What follows belongs to an exercise in optimizing a design on an open flow for a short achievable clock period and few clock cycles; a production flow would make more cautious choices. For this run, only the layout was checked, not whether the RTL still works. No activity file was given, so power comes from the tool's default toggle rates.

--- flow/config.mk ---
export PLATFORM = sky130hd
export DESIGN_NAME = TopLevelProcessor
export DESIGN_NICKNAME = TopLevelProcessor
export VERILOG_FILES = /design/flow/design.v
export SDC_FILE = /design/flow/constraint.sdc
export NUM_CORES = 4
export LEC_CHECK = 0
export CAP_MARGIN = 20
export CORE_MARGIN = 2
export CORE_UTILIZATION = 20
export PLACE_DENSITY = 0.35
export SLEW_MARGIN = 20
--- flow/constraint.sdc ---
create_clock -name core_clock -period 27.0 [get_ports {clk}]
set_input_delay 5.4000 -clock core_clock [delete_from_list [all_inputs] [get_ports {clk}]]
set_output_delay 5.4000 -clock core_clock [all_outputs]
set_load 0.01 [all_outputs]
--- flow/design.v ---
`timescale 1ns / 1ps
module FullAdder(
    input  wire a,
    input  wire b,
    input  wire cin,
    output reg sum,
    output reg cout
);
    always @(*) begin
        sum = a ^ b ^ cin;
        cout = (a & b) | (a & cin) | (b & cin);
    end
endmodule
`timescale 1ns / 1ps
module ALU (
    input  wire [31:0] A,
    input  wire [31:0] B,
    input  wire [3:0]  ALUControl,
    output reg  [31:0] ALUResult,
    output wire        Zero,
    output wire        blt
);
    localparam AND_OP = 4'b0000;
    localparam OR_OP  = 4'b0001;
    localparam ADD_OP = 4'b0010;
    localparam SUB_OP = 4'b0110;
    localparam XOR_OP = 4'b0100;
    localparam SLL_OP = 4'b1000;
    localparam SRL_OP = 4'b1001;
    localparam SLT_OP = 4'b0111;
    wire [31:0] B_for_adder;
    wire [32:0] carry;
    wire [31:0] add_result;
    reg [31:0] B_temp;
    always @(*) begin
        if (ALUControl == SUB_OP)
            B_temp = ~B;
        else
            B_temp = B;
    end
    assign B_for_adder = B_temp;
    reg cin_lsb;
    always @(*) begin
        if (ALUControl == SUB_OP)
            cin_lsb = 1'b1;
        else
            cin_lsb = 1'b0;
    end
    assign carry[0] = cin_lsb;
    genvar i;
    generate
        for (i = 0; i < 32; i = i + 1) begin : ripple_adder
            FullAdder fa (
                .a   (A[i]),
                .b   (B_for_adder[i]),
                .cin (carry[i]),
                .sum (add_result[i]),
                .cout(carry[i+1])
            );
        end
    endgenerate
    wire [31:0] and_result = A & B;
    wire [31:0] or_result  = A | B;
    wire [31:0] xor_result = A ^ B;
    wire [31:0] sll_result = A << B[4:0];
    wire [31:0] srl_result = A >> B[4:0];
    wire [31:0] slt_result = ($signed(A) < $signed(B)) ? 32'd1 : 32'd0;
    always @(*) begin
        if      (ALUControl == AND_OP)                        ALUResult = and_result;
        else if (ALUControl == OR_OP)                         ALUResult = or_result;
        else if (ALUControl == XOR_OP)                        ALUResult = xor_result;
        else if (ALUControl == ADD_OP || ALUControl == SUB_OP) ALUResult = add_result;
        else if (ALUControl == SLL_OP)                        ALUResult = sll_result;
        else if (ALUControl == SRL_OP)                        ALUResult = srl_result;
        else if (ALUControl == SLT_OP)                        ALUResult = slt_result;
        else                                                   ALUResult = 32'b0;
    end
    assign Zero = (ALUResult == 32'b0);
    assign blt  = ($signed(A) < $signed(B));
endmodule
`timescale 1ns / 1ps
module ALUControl (
    input  wire [1:0] ALUOp,
    input  wire [2:0] funct3,
    input  wire [6:0] funct7,
    output reg  [3:0] ALUControl
);
    always @(*) begin
        case (ALUOp)
            2'b00: ALUControl = 4'b0010;   
            2'b01: ALUControl = 4'b0110;   
            2'b10: begin   
                case (funct3)
                    3'b000: begin
                        if (funct7[5] == 1'b1)
                            ALUControl = 4'b0110;   
                        else
                            ALUControl = 4'b0010;   
                    end
                    3'b001: ALUControl = 4'b1000;   
                    3'b100: ALUControl = 4'b0100;   
                    3'b101: ALUControl = 4'b1001;   
                    3'b110: ALUControl = 4'b0001;   
                    3'b111: ALUControl = 4'b0000;   
                    default: ALUControl = 4'b0010;
                endcase
            end
            2'b11: begin   
                case (funct3)
                    3'b000: ALUControl = 4'b0010;   
                    default: ALUControl = 4'b0010;
                endcase
            end
            default: ALUControl = 4'b0010;
        endcase
    end
endmodule
`timescale 1ns / 1ps
module MainControl (   
    input  wire [6:0] opcode,
    output reg        RegWrite,
    output reg        ALUSrc,
    output reg        MemRead,
    output reg        MemWrite,
    output reg        MemtoReg,
    output reg        Branch,
    output reg [1:0]  ALUOp
);
    localparam R_TYPE  = 7'b0110011;    
    localparam I_ARITH = 7'b0010011;    
    localparam LOAD    = 7'b0000011;    
    localparam STORE   = 7'b0100011;    
    localparam BRANCH  = 7'b1100011;    
    always @(*) begin  
        RegWrite = 1'b0;
        ALUSrc   = 1'b0;
        MemRead  = 1'b0;
        MemWrite = 1'b0;
        MemtoReg = 1'b0;
        Branch   = 1'b0;
        ALUOp    = 2'b00;
        case (opcode)  
            R_TYPE: begin
                RegWrite = 1'b1;
                ALUSrc   = 1'b0;
                MemRead  = 1'b0;
                MemWrite = 1'b0;
                MemtoReg = 1'b0;
                Branch   = 1'b0;
                ALUOp    = 2'b10;
            end  
            I_ARITH: begin  
                RegWrite = 1'b1;
                ALUSrc   = 1'b1;
                MemRead  = 1'b0;
                MemWrite = 1'b0;
                MemtoReg = 1'b0;
                Branch   = 1'b0;
                ALUOp    = 2'b11;
            end
            LOAD: begin    
                RegWrite = 1'b1;
                ALUSrc   = 1'b1;
                MemRead  = 1'b1;
                MemWrite = 1'b0;
                MemtoReg = 1'b1;
                Branch   = 1'b0;
                ALUOp    = 2'b00;
            end
            STORE: begin  
                RegWrite = 1'b0;
                ALUSrc   = 1'b1;
                MemRead  = 1'b0;
                MemWrite = 1'b1;
                MemtoReg = 1'b0;  
                Branch   = 1'b0;
                ALUOp    = 2'b00;
            end
            BRANCH: begin   
                RegWrite = 1'b0;
                ALUSrc   = 1'b0;
                MemRead  = 1'b0;
                MemWrite = 1'b0;
                MemtoReg = 1'b0;  
                Branch   = 1'b1;
                ALUOp    = 2'b01;
            end
            default: begin
                RegWrite = 1'b0;
                ALUSrc   = 1'b0;
                MemRead  = 1'b0;
                MemWrite = 1'b0;
                MemtoReg = 1'b0;
                Branch   = 1'b0;
                ALUOp    = 2'b00;
            end
        endcase
    end
endmodule
`timescale 1ns / 1ps
module RegisterFile (
    input  wire        clk,
    input  wire        rst,
    input  wire        WriteEnable,
    input  wire [4:0]  rs1,
    input  wire [4:0]  rs2,
    input  wire [4:0]  rd,
    input  wire [31:0] WriteData,
    output wire [31:0] ReadData1,    
    output wire [31:0] ReadData2     
);
    reg [31:0] regs [0:31];
    integer i;
    always @(posedge clk or posedge rst) begin
        if (rst) begin
            for (i = 0; i < 32; i = i + 1)
                regs[i] <= 32'b0;
        end
        else begin
            if (WriteEnable == 1'b1) begin
                if (rd != 5'b00000) begin
                    regs[rd] <= WriteData;
                end
            end
        end
    end
    assign ReadData1 = (rs1 == 5'b00000) ? 32'b0 : regs[rs1];
    assign ReadData2 = (rs2 == 5'b00000) ? 32'b0 : regs[rs2];
endmodule
`timescale 1ns / 1ps
module ProgramCounter (
    input  wire        clk,
    input  wire        rst,
    input  wire [31:0] PC_Next,  
    output reg  [31:0] PC    
);
    always @(posedge clk) begin
        if (rst)
            PC <= 32'h00000000;  
        else
            PC <= PC_Next;  
    end
endmodule
`timescale 1ns / 1ps
module pcAdder (
    input  wire [31:0] PC,           
    output wire [31:0] PC_Plus4      
);
    assign PC_Plus4 = PC + 32'd4;
endmodule
`timescale 1ns / 1ps
module immGen (
    input  wire [31:0] instruction,  
    output reg  [31:0] imm_out  
);
    wire [6:0] opcode = instruction[6:0];
    localparam LOAD    = 7'b0000011;  
    localparam I_ARITH = 7'b0010011;  
    localparam JALR    = 7'b1100111;  
    localparam STORE   = 7'b0100011;  
    localparam BRANCH  = 7'b1100011;  
    always @(*) begin
        case (opcode)
            LOAD, I_ARITH, JALR: begin
                imm_out = {{20{instruction[31]}}, instruction[31:20]};
            end
            STORE: begin
                imm_out = {{20{instruction[31]}},
                           instruction[31:25],
                           instruction[11:7]};
            end
            BRANCH: begin
                imm_out = {{20{instruction[31]}},
                           instruction[31],
                           instruction[7],
                           instruction[30:25],
                           instruction[11:8]};
            end
            default: begin
                imm_out = 32'd0;
            end
        endcase
    end
endmodule
`timescale 1ns / 1ps
module branchAdder (
    input  wire [31:0] PC,   
    input  wire [31:0] imm,  
    output wire [31:0] BranchTarget  
);
    assign BranchTarget = PC + (imm << 1);
endmodule
`timescale 1ns / 1ps
module mux2 (
    input  wire sel,  
    input  wire [31:0] in0,   
    input  wire [31:0] in1,  
    output reg  [31:0] out   
);
    always @(*) begin
        if (sel == 1'b0) begin
            out = in0;
        end
        else begin
            out = in1;
        end
    end
endmodule
`timescale 1ns / 1ps
module TopLevelProcessor (
    input  wire        clk,
    input  wire        rst,
    output wire [31:0] imem_addr,
    input  wire [31:0] imem_rdata,
    output wire        dmem_we,
    output wire        dmem_re,
    output wire [31:0] dmem_addr,
    output wire [31:0] dmem_wdata,
    input  wire [31:0] dmem_rdata
);
    wire [31:0] PC;
    wire [31:0] PC_Plus4;
    wire [31:0] BranchTarget;
    wire [31:0] PC_Next;
    wire        PCSrc;
    wire [31:0] instruction;
    wire [6:0]  opcode;
    wire [4:0]  rs1_addr;
    wire [4:0]  rs2_addr;
    wire [4:0]  rd_addr;
    wire [2:0]  funct3;
    wire [6:0]  funct7;
    assign opcode    = instruction[6:0];
    assign rd_addr   = instruction[11:7];
    assign funct3    = instruction[14:12];
    assign rs1_addr  = instruction[19:15];
    assign rs2_addr  = instruction[24:20];
    assign funct7    = instruction[31:25];
    wire        RegWrite;
    wire        ALUSrc;
    wire        MemRead;
    wire        MemWrite;
    wire        MemtoReg;
    wire        Branch;
    wire [1:0]  ALUOp;
    wire [3:0]  ALUControl;
    wire [31:0] ReadData1;
    wire [31:0] ReadData2;
    wire [31:0] WriteData;
    wire [31:0] imm_out;
    wire [31:0] ALU_B;
    wire [31:0] ALUResult;
    wire        Zero;
    wire [31:0] MemReadData;
    assign PCSrc = Branch & Zero;
    ProgramCounter u_pc (
        .clk     (clk),
        .rst     (rst),
        .PC_Next (PC_Next),
        .PC      (PC)
    );
    pcAdder u_pcAdder (
        .PC       (PC),
        .PC_Plus4 (PC_Plus4)
    );
    immGen u_immGen (
        .instruction (instruction),
        .imm_out     (imm_out)
    );
    branchAdder u_branchAdder (
        .PC           (PC),
        .imm          (imm_out),
        .BranchTarget (BranchTarget)
    );
    mux2 u_mux_pc (
        .sel (PCSrc),
        .in0 (PC_Plus4),
        .in1 (BranchTarget),
        .out (PC_Next)
    );
    assign imem_addr   = PC;
    assign instruction = imem_rdata;
    MainControl u_main_ctrl (
        .opcode   (opcode),
        .RegWrite (RegWrite),
        .ALUSrc   (ALUSrc),
        .MemRead  (MemRead),
        .MemWrite (MemWrite),
        .MemtoReg (MemtoReg),
        .Branch   (Branch),
        .ALUOp    (ALUOp)
    );
    ALUControl u_alu_ctrl (
        .ALUOp      (ALUOp),
        .funct3     (funct3),
        .funct7     (funct7),
        .ALUControl (ALUControl)
    );
    RegisterFile u_regfile (
        .clk         (clk),
        .rst         (rst),
        .WriteEnable (RegWrite),
        .rs1         (rs1_addr),
        .rs2         (rs2_addr),
        .rd          (rd_addr),
        .WriteData   (WriteData),
        .ReadData1   (ReadData1),
        .ReadData2   (ReadData2)
    );
    mux2 u_mux_alusrc (
        .sel (ALUSrc),
        .in0 (ReadData2),
        .in1 (imm_out),
        .out (ALU_B)
    );
    ALU u_alu (
        .A          (ReadData1),
        .B          (ALU_B),
        .ALUControl (ALUControl),
        .ALUResult  (ALUResult),
        .Zero       (Zero),
        .blt        ()
    );
    assign dmem_we     = MemWrite;
    assign dmem_re     = MemRead;
    assign dmem_addr   = ALUResult;
    assign dmem_wdata  = ReadData2;
    assign MemReadData = dmem_rdata;
    mux2 u_mux_wb (
        .sel (MemtoReg),
        .in0 (ALUResult),
        .in1 (MemReadData),
        .out (WriteData)
    );
endmodule
--- flow/run.sh ---
#!/bin/bash
# synth_recipe.tcl (not shown) runs the flow's synth.tcl, then flattens the netlist and writes it again
# the make line also repeats each setting of config.mk as NAME=value (left out here)
make -C /OpenROAD-flow-scripts/flow DESIGN_CONFIG=/design/flow/config.mk WORK_HOME=/design/flow/orfs CLKGATE_MAP_FILE= SYNTH_SCRIPT=/design/flow/synth_recipe.tcl finish
==> impl_metrics.toml <==
[synth]
synthArstFlopShare_pct = 97.0
synth_edf_count = 0
synth_cells = 6961
ys.flop_type = "dfrtp_1"
ys_ff_latch = 1023
ys_types = 98
synth_area_sq_um = 58900
post_synth.cell_area_avg_sq_um = 8.46
syn_nets = 7156
seq_area_frac_synth_pct = 43.2
ys.warnings.count = 9

[cells_and_area]
layoutNonFillerInstCount = 11300
drive_gt1_share_pct = 14.4
final_common_cell = "nand2_1"
final_nets = 7405
layout_common_cells = "1,401 x nand2_1, 1,050 x o21ai_0, 992 x dfrtp_1"
syn_to_final_growth_pct = 24.6

[worst_setup_path]
crit_type = "primary input to primary output"
reg2reg_to = "u_pc.PC[17]"
cp-start-kind = "primary input"
r2r_slack_ns = 9.92
critical-path-slowest-cell = "a221oi_2"
cpPeakStageDelay_ns = 0.52
end_kind = "primary output"
arrival_ns = 21.26
r2r_cells = 52
cp_max_fo = 11
crit_path_frequent_cell = "fa_2"
r2r-start = "u_regfile.regs[4][0]"
required_ns = 21.60

[min_path]
hold_depth = 2
holdCritPathClass = "flop to flop"
hold_start = "u_regfile.regs[8][1]"
min_to = "u_regfile.regs[8][1]"

[drt]
drc_errors = 0
routed_via_density = 5.65
vias = 63600
drtAntennaViolNets = 0
wl_per_cell_um = 39.0
postRouteWirelength_mm = 439
firstDrtPassIters = 8
drtIter0Drc = 9581

[clock_network]
clock-sinks = 1023
cts.clk_slew.worst_paths_ns = 0.05
cts_tree = "built"
ctsHtreeMaxLevel = 4
numCtsBuffers = 132
clockRootBuffer = "clkbuf_16"
clock_latency_ns = 0.83
clock_path_buffers = 3

[pwr]
powerDensity_nw_per_um2 = 52.8
ir_drop_mv = 0.0668
power_leakage_nw = 31.2

[die]
core_sq_um = 293000
row_count = 199
dieArea_sq_um = 299000
die_h_um = 547
die_w_um = 547
io_pins = 164
initial_core_util_pct = 20.1

[run_status]
status = "complete, no violations"

[job]
cap_violations = 0

[place]
place_inst = 11000
numPortBuffers = 162
gp_congestion = 0.993
dp_hpwl_mm = 298

[global_route]
antenna_found_initial = 55
gr-total-overflow = 0
grt_usage_pct = 28.5
grt_pass1_vias = 59900
grt_pass1_wl_mm = 581
grt_max_degree = 137

[timing]
setup_viol = 0
period_share_pct = 98.7
worst_pin_slew_ns = 1.25
slew_viol_final = 0
finClkSkew_ns = 0.0693
period_minus_slack_ns = 26.66
fmax_ghz = 0.0375
relSlewSlack_pct = 16.8
whs_ns = 0.485
hold_viol_final = 0
[per-layer routing]
metal | vias up | track usage (%) | part of all wire (%)
li1 | 25900 | - | -
met1 | 32400 | 38.4 | 43
met2 | 4243 | 42.2 | 43
met3 | 1001 | 7.45 | 9.6
met4 | 22 | 13.0 | 5.2
met5 | - | 0.475 | 0.082
[where the power goes]
part	total [mW]	leakage [nW]	switching (mW)	internal (mW)
logic	0.429	14.9	0.322	0.107
registers	1.57	14.1	0.0225	1.55
clock network	1.88	2.20	0.801	1.07
total	3.88	31.2	1.15	2.73
[synthesized netlist by cell type, drive strengths merged (10+ instances only)]
library cell  number  area share, %
a2111o            10           0.19
a2111oi           56           0.84
a211oi            35           0.45
a21o              17           0.22
a21oi            243            2.1
a221oi            66           0.99
a222oi            33           0.56
a22o              53           0.79
a22oi            681            8.7
a31oi             17           0.18
a32oi             12           0.18
and3             187            2.0
and4              12           0.18
buf               97           0.83
clkbuf           530            3.4
dfrtp            992             42
dfxtp             31            1.1
fa                31            1.1
ha                98            2.1
inv               95           0.61
mux2i            148            2.5
nand2           1425            9.1
nand2b            21           0.22
nand3            167            1.4
nand3b            17           0.22
nand4            118            1.3
nor2             211            1.4
nor2b             23           0.24
nor3              95           0.82
nor4              46           0.52
o211ai            11           0.14
o21ai           1060            9.0
o22ai             34           0.36
or2               11           0.12
or3               20           0.21
xnor2             41           0.61
xor2              45           0.67
[critical path: cells and delay by family]
family / cells / cell delay [ns]
AND/OR/NAND/NOR: 3 / 0.66
AO/OA/AOI/OAI: 6 / 1.43
adder cells (fa/ha/maj): 30 / 11.69
XOR/XNOR: 4 / 0.57
buffers and inverters: 8 / 1.49
[kinds of logic (layout without fill, tap and decap cells)]
group	after synthesis	in the layout	share of synthesized area, %
compound gates	2432	2432	26.3
other cells	1	28	0.00637
fa+ha+maj	129	129	3.14
mux	162	162	2.91
xor+xnor	86	86	1.28
simple gates	2404	2404	18.4
flops	1023	1023	43.2
buf+inv	724	1070	4.84
[area by class of cell]
cell class | instances | area [sq um]
fill | 32100 | 220000
tap | 3919 | 4900
sequential | 1023 | 25400
clock buffer | 185 | 3760
clock inverter | 46 | 766
inverter | 97 | 372
timing repair buffer | 742 | 6150
antenna | 27 | 67.6
multi-input combinational | 5214 | 31900
[worst max-delay path by stage]
stage,cells past startpoint,to,startpoint
floorplan,50,dmem_addr[31],imem_rdata[21]
global placement,50,dmem_addr[31],imem_rdata[23]
detailed placement,50,dmem_addr[31],imem_rdata[23]
CTS,48,dmem_addr[31],imem_rdata[23]
global route,51,dmem_addr[31],imem_rdata[23]
finish,51,dmem_addr[31],imem_rdata[23]
[flip-flops by register name (all words and copies together), names as in the netlist]
name,flops
u_regfile.regs,992
u_pc.PC,31
[repair_timing]
| item | in CTS | in global routing |
|---|---|---|
| hold buffers | 0 | 0 |
| pin swaps | 17 | 24 |
| cloned | 0 | 0 |
| setup buffers | 1 | 0 |
| gates resized for setup | 30 | 10 |
| setup endpoints to repair | 4 | 3 |
[through the flow]
step | TNS [ns] | cell area (sq um) | power, mW | utilization, % | worst slack, ns
2_1_floorplan | 0 | 59000 | 1.76 | - | 0.0129
3_3_place_gp | -4.49 | 68600 | 2.01 | 23.4 | -2.01
3_5_place_dp | -4.26 | 68600 | 2.01 | 23.4 | -1.93
4_1_cts | 0 | 73300 | 3.89 | 25.0 | 0.0531
5_1_grt | -0.00649 | 73300 | 3.98 | 25.0 | -0.00649
6_report | 0 | 73400 | 3.88 | 25.0 | 0.338

-- re-timing with driven ports --
Ports are ideal in the flow. The routed layout listed here was re-timed in OpenROAD. Step 1: set_driving_cell puts a clkbuf_16 on clk and a buf_2 on each other input, an assumption about the parent block. Step 2, shift: input delay + t, output delay - t, t = (earliest + latest rising clock arrival at the registers) / 2. This alone moves slack from input paths to output paths. Slacks: ideal ports / drivers / drivers and shift; pairs: ideal ports / drivers.
shift t [ns]: 0.910
setup slack, ns: 0.338 / 0.307 / 0.307
latest minus earliest clock arrival (ns): 0.069 / 0.070
worst register clock-pin slew, ns: 0.07 / 0.07
After both steps this run still meets setup and hold. The setup slack of this run moves by -0.031 ns with the drivers and by -0.031 ns with both steps.
